Source: an optimization exercise on an open RTL-to-GDS flow (aim: small area). Production flows keep margins and buffers that such runs may drop.
The RTL was checked by simulation tests, not by an equivalence proof against the original design.
The flow treats the clock pin as an ideal source, which a real chip does not have.
No activity file was given, so power comes from the tool's default toggle rates.

==> flow/design.v (excerpt) <==
module framestore (
            input  wire        clk,
            input  wire        reset,
            input  wire        iq_req,
            output wire        iq_ack,
            input  wire [17:0] iq_address,
            input  wire  [3:0] iq_nbyte,
            input  wire        iq_rnw,
            input  wire [31:0] data_from_iq,
            input  wire        de_req,
            output wire        de_ack,
            input  wire [17:0] de_address,
            input  wire  [3:0] de_nbyte,
            input  wire        de_rnw,
            input  wire [31:0] de_wdata,
            output wire [17:0] fs_address,
            output wire  [1:0] fs_ncs,
            output wire        fs_noe,
            output wire        fs_nwe,
            output wire  [3:0] fs_nbyte_sel,
            input  wire [31:0] fs_rdata,
            output wire [31:0] fs_wdata,
            output wire        frame_over,
            output wire        v_sync_out,
            output wire        h_sync_out,
            output wire  [7:0] pixel_out,
            output wire        v_blank,
            output wire        h_blank
            );
wire        phase, vdu_req, vdu_take;
wire [16:0] vdu_address;
drawing_mem_ctrl mem_ctrl (
            .clk(clk), .reset(reset), .phase(phase),
            .iq_req(iq_req), .iq_ack(iq_ack), .iq_address(iq_address),
            .iq_nbyte(iq_nbyte), .iq_rnw(iq_rnw), .data_from_iq(data_from_iq),
  ...
==> flow/config.mk <==
export PLATFORM = sky130hd
export DESIGN_NAME = framestore
export DESIGN_NICKNAME = framestore
export VERILOG_FILES = /design/flow/design.v
export SDC_FILE = /design/flow/constraint.sdc
export NUM_CORES = 4
export LEC_CHECK = 0
export CAP_MARGIN = 20
export CORE_MARGIN = 2
export CORE_UTILIZATION = 40
export PLACE_DENSITY = 0.6
export SLEW_MARGIN = 20
==> flow/constraint.sdc <==
create_clock -name core_clock -period 5.0 [get_ports {clk}]
set_input_delay 1.0000 -clock core_clock [delete_from_list [all_inputs] [get_ports {clk}]]
set_output_delay 1.0000 -clock core_clock [all_outputs]
set_load 0.01 [all_outputs]
standard.sh (not shown) runs the stock make flow with config.mk's settings and CLKGATE_MAP_FILE= SYNTH_SCRIPT=/design/flow/synth_recipe.tcl, a recipe that flattens the netlist after the stock synthesis.
==> flow/flow/run.sh <==
#!/bin/bash
# Layout flow: the standard synthesis, then the combinational logic of
# its netlist re-mapped for area by Yosys/ABC (registers and their names
# untouched), then the standard ORFS layout with the smallest buffer on the
# ports and a clock tree of clkbuf_4 without dummy loads.
# Logs: synth.log, remap.log, remap_check.log, standard.log here, and each
# ORFS step's own log under orfs/logs.
set -euo pipefail
top=${FLOW_TOP:-framestore}
lib=$FLOW_HOME/platforms/sky130hd/lib/sky130_fd_sc_hd__tt_025C_1v80.lib
yosys=$FLOW_HOME/../tools/install/yosys/bin/yosys
res=orfs/results/sky130hd/framestore/base

export BUFFER_PORTS_ARGS="-buffer_cell sky130_fd_sc_hd__buf_1"
export CTS_ARGS="-sink_clustering_enable -repair_clock_nets -dont_use_dummy_load -buf_list sky130_fd_sc_hd__clkbuf_4 -root_buf sky130_fd_sc_hd__clkbuf_4"

bash standard.sh synth > synth.log 2>&1

cp $res/1_2_yosys.v $res/1_2_yosys.standard.v
sed -e "s#@LIB@#$lib#g; s#@IN@#$res/1_2_yosys.standard.v#; s#@TOP@#$top#; s#@OUT@#$PWD/remapped.v#g; s#@ABC@#$PWD/flow/remap.abc#" \
  flow/remap.ys > remap_run.ys
$yosys -l remap.log -s remap_run.ys > /dev/null
$yosys -l remap_check.log -p "read_liberty -lib $lib; read_verilog remapped.v; hierarchy -top $top; check -assert -mapped" > /dev/null
cp remapped.v $res/1_2_yosys.v
rm -f $res/1_synth.odb $res/1_synth.sdc

bash standard.sh finish > standard.log 2>&1
==> flow/flow/remap.abc <==
strash; &get -n; &fraig -x; &put; scorr; dc2; strash; dc2; strash; &get -n; &deepsyn -T 60; &dch -f; &nf -R 1000; &put; strash; dch -f; amap
==> flow/flow/remap.ys <==
# Re-map the combinational logic of the standard synthesis netlist for
# area. Registers (and tie cells) are kept as they are, by name and type.
read_liberty -ignore_miss_func @LIB@
read_verilog @IN@
hierarchy -top @TOP@
blackbox sky130_fd_sc_hd__df* sky130_fd_sc_hd__ed* sky130_fd_sc_hd__sdf* sky130_fd_sc_hd__sed* sky130_fd_sc_hd__dl* sky130_fd_sc_hd__conb*
flatten
opt_clean -purge
tee -o @OUT@.before.txt stat -liberty @LIB@
abc -script @ABC@ -liberty @LIB@ -dont_use *lpflow* -dont_use *probe*
splitnets
opt_clean -purge
hilomap -singleton -hicell sky130_fd_sc_hd__conb_1 HI -locell sky130_fd_sc_hd__conb_1 LO
insbuf -buf sky130_fd_sc_hd__buf_4 A X
rename -enumerate -pattern _rm%_
opt_clean -purge
tee -o @OUT@.after.txt stat -liberty @LIB@
write_verilog -noattr -noexpr -nohex -nodec @OUT@
The baseline completed without violations.
Edit:
- CAP_MARGIN: 20 -> 0
- SLEW_MARGIN: 20 -> 0
Outcome: The changed run finished clean; clock skew is about the same; cell count is unchanged; hold slack hardly moves; final area is about the same; routed wire length barely changes; worst setup slack improves by 0.013 ns.
Edit:
==> flow/flow/run.sh (replaced) <==
#!/bin/bash
# Standard ORFS layout, with the smallest buffer on the ports and no CTS
# dummy loads. Each tool's full output stays in orfs/logs; make's output
# goes to standard.log.
set -euo pipefail
export BUFFER_PORTS_ARGS="-buffer_cell sky130_fd_sc_hd__buf_1"
export CTS_ARGS="-sink_clustering_enable -repair_clock_nets -dont_use_dummy_load -buf_list sky130_fd_sc_hd__clkbuf_4 -root_buf sky130_fd_sc_hd__clkbuf_4"
bash standard.sh finish > standard.log 2>&1
- CAP_MARGIN: 0 -> 20
- SLEW_MARGIN: 0 -> 20
removed: flow/flow/remap.abc
removed: flow/flow/remap.ys
What happened: Core utilization came out lower by 1.7 points. Power grows by roughly a tenth. Die area grows by about a fifth. Register-to-register slack improves by 0.75 ns.
Edit:
==> flow/flow/run.sh (replaced) <==
#!/bin/bash
# Layout flow: the standard synthesis, then the combinational logic of
# its netlist re-mapped for area by Yosys/ABC (registers and their names
# untouched), then the standard ORFS layout with the smallest buffer on the
# ports and a clock tree of clkbuf_4 without dummy loads.
# Logs: synth.log, remap.log, remap_check.log, standard.log here, and each
# ORFS step's own log under orfs/logs.
set -euo pipefail
top=${FLOW_TOP:-framestore}
lib=$FLOW_HOME/platforms/sky130hd/lib/sky130_fd_sc_hd__tt_025C_1v80.lib
yosys=$FLOW_HOME/../tools/install/yosys/bin/yosys
res=orfs/results/sky130hd/framestore/base

export BUFFER_PORTS_ARGS="-buffer_cell sky130_fd_sc_hd__buf_1"
export CTS_ARGS="-sink_clustering_enable -repair_clock_nets -dont_use_dummy_load -buf_list sky130_fd_sc_hd__clkbuf_4 -root_buf sky130_fd_sc_hd__clkbuf_4"

bash standard.sh synth > synth.log 2>&1

cp $res/1_2_yosys.v $res/1_2_yosys.standard.v
sed -e "s#@LIB@#$lib#g; s#@IN@#$res/1_2_yosys.standard.v#; s#@TOP@#$top#; s#@OUT@#$PWD/remapped.v#g; s#@ABC@#$PWD/flow/remap.abc#" \
  flow/remap.ys > remap_run.ys
$yosys -l remap.log -s remap_run.ys > /dev/null
$yosys -l remap_check.log -p "read_liberty -lib $lib; read_verilog remapped.v; hierarchy -top $top; check -assert -mapped" > /dev/null
cp remapped.v $res/1_2_yosys.v
rm -f $res/1_synth.odb $res/1_synth.sdc

bash standard.sh finish > standard.log 2>&1
==> flow/flow/remap.abc (new file) <==
strash; &get -n; &fraig -x; &put; scorr; dc2; strash; dc2; strash; &get -n; &syn2; &dch -f; &nf -R 1000; &put
==> flow/flow/remap.ys (new file) <==
# Re-map the combinational logic of the standard synthesis netlist for
# area. Registers (and tie cells) are kept as they are, by name and type.
read_liberty -ignore_miss_func @LIB@
read_verilog @IN@
hierarchy -top @TOP@
blackbox sky130_fd_sc_hd__df* sky130_fd_sc_hd__ed* sky130_fd_sc_hd__sdf* sky130_fd_sc_hd__sed* sky130_fd_sc_hd__dl* sky130_fd_sc_hd__conb*
flatten
opt_clean -purge
tee -o @OUT@.before.txt stat -liberty @LIB@
abc -script @ABC@ -liberty @LIB@ -dont_use *lpflow* -dont_use *probe*
splitnets
opt_clean -purge
hilomap -singleton -hicell sky130_fd_sc_hd__conb_1 HI -locell sky130_fd_sc_hd__conb_1 LO
insbuf -buf sky130_fd_sc_hd__buf_4 A X
rename -enumerate -pattern _rm%_
opt_clean -purge
tee -o @OUT@.after.txt stat -liberty @LIB@
write_verilog -noattr -noexpr -nohex -nodec @OUT@
What happened: Via count fell by a little under a tenth. Global-route usage rose by 1.0 points. Cell area fell by a few percent. Non-clock buffer count rose by 1. Flip-flop and latch count stays the same. Worst setup slack improved by 0.0062 ns.

* * *

== run A ==
Another version of the RTL of framestore (not shown whole).
Size: roughly 360 cells after synthesis, ~220 I/O pins, roughly 3900 sq um of cells after synthesis.
export LEC_CHECK = 0
export CAP_MARGIN = 0
export CORE_MARGIN = 2
export CORE_UTILIZATION = 40
export GPL_TIMING_DRIVEN = 0
export PLACE_DENSITY = 0.85
export SLEW_MARGIN = 0
create_clock -name core_clock -period 5.0 [get_ports {clk}]
==> flow/flow/run.sh <==
#!/bin/bash
set -euo pipefail
top=${FLOW_TOP:-framestore}
lib=$FLOW_HOME/platforms/sky130hd/lib/sky130_fd_sc_hd__tt_025C_1v80.lib
yosys=$FLOW_HOME/../tools/install/yosys/bin/yosys
res=orfs/results/sky130hd/framestore/base

export BUFFER_PORTS_ARGS="-buffer_cell sky130_fd_sc_hd__buf_1"
# After CTS, any clock buffer whose flip-flops still see a slow edge (by the
# placement estimate) is upsized, for margin on the clock-pin slew limit.
export POST_CTS_TCL=$PWD/flow/post_cts.tcl CTS_ROOT_BUF=sky130_fd_sc_hd__clkbuf_8 CTS_ROOT_SLEW=100 CTS_LEAF_SLEW=0.110
export CTS_ARGS="-sink_clustering_enable -repair_clock_nets -dont_use_dummy_load -buf_list sky130_fd_sc_hd__clkbuf_4 -root_buf sky130_fd_sc_hd__clkbuf_4"

bash standard.sh synth > synth.log 2>&1

cp $res/1_2_yosys.v $res/1_2_yosys.standard.v
# Two passes of four re-mapping runs with different ABC seeds in parallel;
# each pass starts from the smallest netlist so far and keeps the smallest.
remap_pass() {  # pass input
  local pass=$1 in=$2 seed
  for seed in 0 1 2 3; do
    sed -e "s#@SEED@#$((seed + 4 * pass))#" flow/remap.abc.in > remap_${pass}_$seed.abc
    sed -e "s#@LIB@#$lib#g; s#@IN@#$in#; s#@TOP@#$top#; s#@OUT@#$PWD/remapped_${pass}_$seed.v#g; s#@ABC@#$PWD/remap_${pass}_$seed.abc#" \
      flow/remap.ys > remap_run_${pass}_$seed.ys
    $yosys -l remap_${pass}_$seed.log -s remap_run_${pass}_$seed.ys > /dev/null &
  done
  wait
  for seed in 0 1 2 3; do
    if [[ -f remapped_${pass}_$seed.v.after.txt ]]; then
      echo "$(awk '/Chip area/ {print $NF}' remapped_${pass}_$seed.v.after.txt) remapped_${pass}_$seed.v"
    fi
  done | sort -g > remap_pass_$pass.log
  cp $(head -1 remap_pass_$pass.log | awk '{print $2}') remapped_pass_$pass.v
}
remap_pass 0 $res/1_2_yosys.standard.v
remap_pass 1 $PWD/remapped_pass_0.v
cp $(cat remap_pass_0.log remap_pass_1.log | sort -g | head -1 | awk '{print $2}') remapped.v
$yosys -l remap_check.log -p "read_liberty -lib $lib; read_verilog remapped.v; hierarchy -top $top; check -assert -mapped" > /dev/null
cp remapped.v $res/1_2_yosys.v
rm -f $res/1_synth.odb $res/1_synth.sdc

bash standard.sh finish > standard.log 2>&1
==> flow/flow/post_cts.tcl <==
# Resize the clock tree buffers so every flip-flop clock pin stays well
# inside the slew limit after routing: the root first, then any leaf buffer
# whose flip-flops still see a slow edge.
proc sink_slew {inst} {
  set worst 0
  foreach opin [get_pins -of_objects $inst -filter "direction == output"] {
    foreach p [get_pins -of_objects [get_nets -of_objects $opin] -filter "direction == input"] {
      set s [get_property $p slew_max]
      if {$s > $worst} { set worst $s }
    }
  }
  return $worst
}
proc drives_clock_buffer {inst} {
  foreach opin [get_pins -of_objects $inst -filter "direction == output"] {
    foreach p [get_pins -of_objects [get_nets -of_objects $opin] -filter "direction == input"] {
      if {[string match "sky130_fd_sc_hd__clkbuf_*" [get_property [get_cells -of_objects $p] ref_name]]} { return 1 }
    }
  }
  return 0
}
proc clock_buffers {} {
  set l {}
  foreach inst [get_cells *] {
    if {[string match "sky130_fd_sc_hd__clkbuf_*" [get_property $inst ref_name]]} { lappend l $inst }
  }
  return $l
}
estimate_parasitics -placement
set resized 0
foreach inst [clock_buffers] {
  if {[sink_slew $inst] > $::env(CTS_ROOT_SLEW)} {
    puts "clock buffer [get_full_name $inst]: sink slew [format %.3f [sink_slew $inst]] ns, resized to $::env(CTS_ROOT_BUF)"
    replace_cell $inst $::env(CTS_ROOT_BUF)
    incr resized
  }
}
estimate_parasitics -placement
foreach inst [clock_buffers] {
  if {[get_property $inst ref_name] ne "sky130_fd_sc_hd__clkbuf_4"} { continue }
  if {[drives_clock_buffer $inst]} { continue }
  if {[sink_slew $inst] > $::env(CTS_LEAF_SLEW)} {
    puts "clock buffer [get_full_name $inst]: sink slew [format %.3f [sink_slew $inst]] ns, resized to clkbuf_8"
    replace_cell $inst sky130_fd_sc_hd__clkbuf_8
    incr resized
  }
}
if {$resized > 0} {
  detailed_placement
  check_placement -verbose
}
Other scripts of this flow, unchanged in this note and not shown: flow/flow/remap.abc.in, flow/flow/remap.ys
For run B, these inputs were changed with respect to run A:
- PLACE_DENSITY now 0.92, was 0.85
- GPL_TIMING_DRIVEN no longer set, was 0
- CORE_UTILIZATION now 55, was 40
[summary]
- Diff run A -> run B | wire length | increase of 6.8%
- Going from run A to run B, final cell count shrank by a few percent.
- Measured against each other, run A and run B differ in clock network power consumption, the higher figure coming from run A.
Here is what was changed in the inputs of run C compared with run B.
- CORE_UTILIZATION: 55 -> 40
- PLACE_DENSITY: 0.92 -> 0.85
==> flow/flow/run.sh <==
#!/bin/bash
set -euo pipefail
top=${FLOW_TOP:-framestore}
lib=$FLOW_HOME/platforms/sky130hd/lib/sky130_fd_sc_hd__tt_025C_1v80.lib
yosys=$FLOW_HOME/../tools/install/yosys/bin/yosys
res=orfs/results/sky130hd/framestore/base

export BUFFER_PORTS_ARGS="-buffer_cell sky130_fd_sc_hd__buf_1"
# After CTS, any clock buffer whose flip-flops still see a slow edge (by the
# placement estimate) is upsized, for margin on the clock-pin slew limit.
export POST_CTS_TCL=$PWD/flow/post_cts.tcl CTS_ROOT_BUF=sky130_fd_sc_hd__clkbuf_8 CTS_ROOT_SLEW=100 CTS_LEAF_SLEW=0.110
export CTS_ARGS="-sink_clustering_enable -repair_clock_nets -dont_use_dummy_load -buf_list sky130_fd_sc_hd__clkbuf_4 -root_buf sky130_fd_sc_hd__clkbuf_4"

bash standard.sh synth > synth.log 2>&1

cp $res/1_2_yosys.v $res/1_2_yosys.standard.v
# Four re-mapping runs with different ABC seeds in parallel; keep the smallest.
for seed in 0 1 2 3; do
  sed -e "s#@SEED@#$seed#" flow/remap.abc.in > remap_$seed.abc
  sed -e "s#@LIB@#$lib#g; s#@IN@#$res/1_2_yosys.standard.v#; s#@TOP@#$top#; s#@OUT@#$PWD/remapped_$seed.v#g; s#@ABC@#$PWD/remap_$seed.abc#" \
    flow/remap.ys > remap_run_$seed.ys
  $yosys -l remap_$seed.log -s remap_run_$seed.ys > /dev/null &
done
wait
best=$(for seed in 0 1 2 3; do
  echo "$(awk '/Chip area/ {print $NF}' remapped_$seed.v.after.txt) $seed"
done | sort -g | head -1 | awk '{print $2}')
echo "remap: areas $(cat remapped_?.v.after.txt | awk '/Chip area/ {print $NF}' | tr '\n' ' '), using seed $best" > remap_choice.log
cp remapped_$best.v remapped.v
$yosys -l remap_check.log -p "read_liberty -lib $lib; read_verilog remapped.v; hierarchy -top $top; check -assert -mapped" > /dev/null
cp remapped.v $res/1_2_yosys.v
rm -f $res/1_synth.odb $res/1_synth.sdc

bash standard.sh finish > standard.log 2>&1
-- flow/flow/post_cts.tcl --
<<< run B, line 12
  return $worst
}
proc drives_clock_buffer {inst} {
  foreach opin [get_pins -of_objects $inst -filter "direction == output"] {
    foreach p [get_pins -of_objects [get_nets -of_objects $opin] -filter "direction == input"] {
      if {[string match "sky130_fd_sc_hd__clkbuf_*" [get_property [get_cells -of_objects $p] ref_name]]} { return 1 }
    }
  }
  return 0
}
>>> run C, line 12
  return $worst
}
<<< run B, line 40
  if {[get_property $inst ref_name] ne "sky130_fd_sc_hd__clkbuf_4"} { continue }
  if {[drives_clock_buffer $inst]} { continue }
  if {[sink_slew $inst] > $::env(CTS_LEAF_SLEW)} {
>>> run C, line 32
  if {[get_property $inst ref_name] ne "sky130_fd_sc_hd__clkbuf_4"} { continue }
  if {[sink_slew $inst] > $::env(CTS_LEAF_SLEW)} {
--- outcome ---
Cell count after synthesis | run C below run B. Min first-iteration DRC count across run C and run B: run C. Compared to run B, the routing of run C uses less wire. Status: proportion of power drawn by combinational gates parity (run B, run C). Looking at mapped cell area, run C sits about 0.35% above run B. There was hardly any difference in worst hold slack across all endpoints between run C and run B.
Input changes introduced in run D (baseline for comparison: run C):
- changing PLACE_DENSITY from 0.85 to 0.95
- changing CORE_UTILIZATION from 40 to 60
==> flow/flow/run.sh <==
#!/bin/bash
set -euo pipefail
top=${FLOW_TOP:-framestore}
lib=$FLOW_HOME/platforms/sky130hd/lib/sky130_fd_sc_hd__tt_025C_1v80.lib
yosys=$FLOW_HOME/../tools/install/yosys/bin/yosys
res=orfs/results/sky130hd/framestore/base

export BUFFER_PORTS_ARGS="-buffer_cell sky130_fd_sc_hd__buf_1"
# After CTS, any clock buffer whose flip-flops still see a slow edge (by the
# placement estimate) is upsized, for margin on the clock-pin slew limit.
export POST_CTS_TCL=$PWD/flow/post_cts.tcl CTS_ROOT_BUF=sky130_fd_sc_hd__clkbuf_8 CTS_ROOT_SLEW=100 CTS_LEAF_SLEW=0.110
export CTS_ARGS="-sink_clustering_enable -repair_clock_nets -dont_use_dummy_load -buf_list sky130_fd_sc_hd__clkbuf_4 -root_buf sky130_fd_sc_hd__clkbuf_4"

bash standard.sh synth > synth.log 2>&1

cp $res/1_2_yosys.v $res/1_2_yosys.standard.v
# Two passes of four re-mapping runs with different ABC seeds in parallel;
# each pass starts from the smallest netlist so far and keeps the smallest.
remap_pass() {  # pass input
  local pass=$1 in=$2 seed
  for seed in 0 1 2 3; do
    sed -e "s#@SEED@#$((seed + 4 * pass))#" flow/remap.abc.in > remap_${pass}_$seed.abc
    sed -e "s#@LIB@#$lib#g; s#@IN@#$in#; s#@TOP@#$top#; s#@OUT@#$PWD/remapped_${pass}_$seed.v#g; s#@ABC@#$PWD/remap_${pass}_$seed.abc#" \
      flow/remap.ys > remap_run_${pass}_$seed.ys
    $yosys -l remap_${pass}_$seed.log -s remap_run_${pass}_$seed.ys > /dev/null &
  done
  wait
  for seed in 0 1 2 3; do
    if [[ -f remapped_${pass}_$seed.v.after.txt ]]; then
      echo "$(awk '/Chip area/ {print $NF}' remapped_${pass}_$seed.v.after.txt) remapped_${pass}_$seed.v"
    fi
  done | sort -g > remap_pass_$pass.log
  cp $(head -1 remap_pass_$pass.log | awk '{print $2}') remapped_pass_$pass.v
}
remap_pass 0 $res/1_2_yosys.standard.v
remap_pass 1 $PWD/remapped_pass_0.v
cp $(cat remap_pass_0.log remap_pass_1.log | sort -g | head -1 | awk '{print $2}') remapped.v
$yosys -l remap_check.log -p "read_liberty -lib $lib; read_verilog remapped.v; hierarchy -top $top; check -assert -mapped" > /dev/null
cp remapped.v $res/1_2_yosys.v
rm -f $res/1_synth.odb $res/1_synth.sdc

bash standard.sh finish > standard.log 2>&1
-- flow/flow/post_cts.tcl --
<<< run C, line 12
  return $worst
}
>>> run D, line 12
  return $worst
}
proc drives_clock_buffer {inst} {
  foreach opin [get_pins -of_objects $inst -filter "direction == output"] {
    foreach p [get_pins -of_objects [get_nets -of_objects $opin] -filter "direction == input"] {
      if {[string match "sky130_fd_sc_hd__clkbuf_*" [get_property [get_cells -of_objects $p] ref_name]]} { return 1 }
    }
  }
  return 0
}
<<< run C, line 32
  if {[get_property $inst ref_name] ne "sky130_fd_sc_hd__clkbuf_4"} { continue }
  if {[sink_slew $inst] > $::env(CTS_LEAF_SLEW)} {
>>> run D, line 40
  if {[get_property $inst ref_name] ne "sky130_fd_sc_hd__clkbuf_4"} { continue }
  if {[drives_clock_buffer $inst]} { continue }
  if {[sink_slew $inst] > $::env(CTS_LEAF_SLEW)} {
==> comparison <==
Run D finished end to end and its layout was clean on timing, DRC and antenna.
Summary of run D over run C: non-clock buffer share of cell area increased 0.18 points, power density normalized to cell area essentially unchanged, aggregate routed wire length decreased 2.5%, via count of the first global-routing pass increased 368, synthesized area decreased about 0.35%.
Setup changes, run D to run E
- a change of PLACE_DENSITY from 0.95 to 0.85
- a change of CORE_UTILIZATION from 60 to 40
### Flow results
- Run E went all the way through the flow, and no timing, DRC or antenna check failed.
- Run E vs. run D: count of cells along the worst hold path was more or less identical; vias per cell went down by 11%; well tap count went up by about 70%; worst ir drop on vdd went down by 120 uV; routed wire length on met2 went down by 390 um.
- Any difference in total power between run E and run D is small enough to ignore.
--- input diff run E..run F ---
- PLACE_DENSITY now 0.92, was 0.85
- CORE_UTILIZATION now 50, was 40
Results
Of run E and run F, the run reporting the lower overall die area was run F.
Comparing number of vias after detailed routing for run E and run F, the bigger number came from run F.
Relative to run E, run F degrades clock skew.
The clock-pin slew on the worst setup and hold paths on run F is in line with that on run E.
Run F: layout-stage area growth over the synthesis result 1.4 points below run E
Taking run E as the reference, in run F combinational share of power climbed 0.2 points, HPWL after detailed placement now sits higher, die width went down 10 um.
Total of clock buffers placed in the layout came out exactly the same in run E and run F.
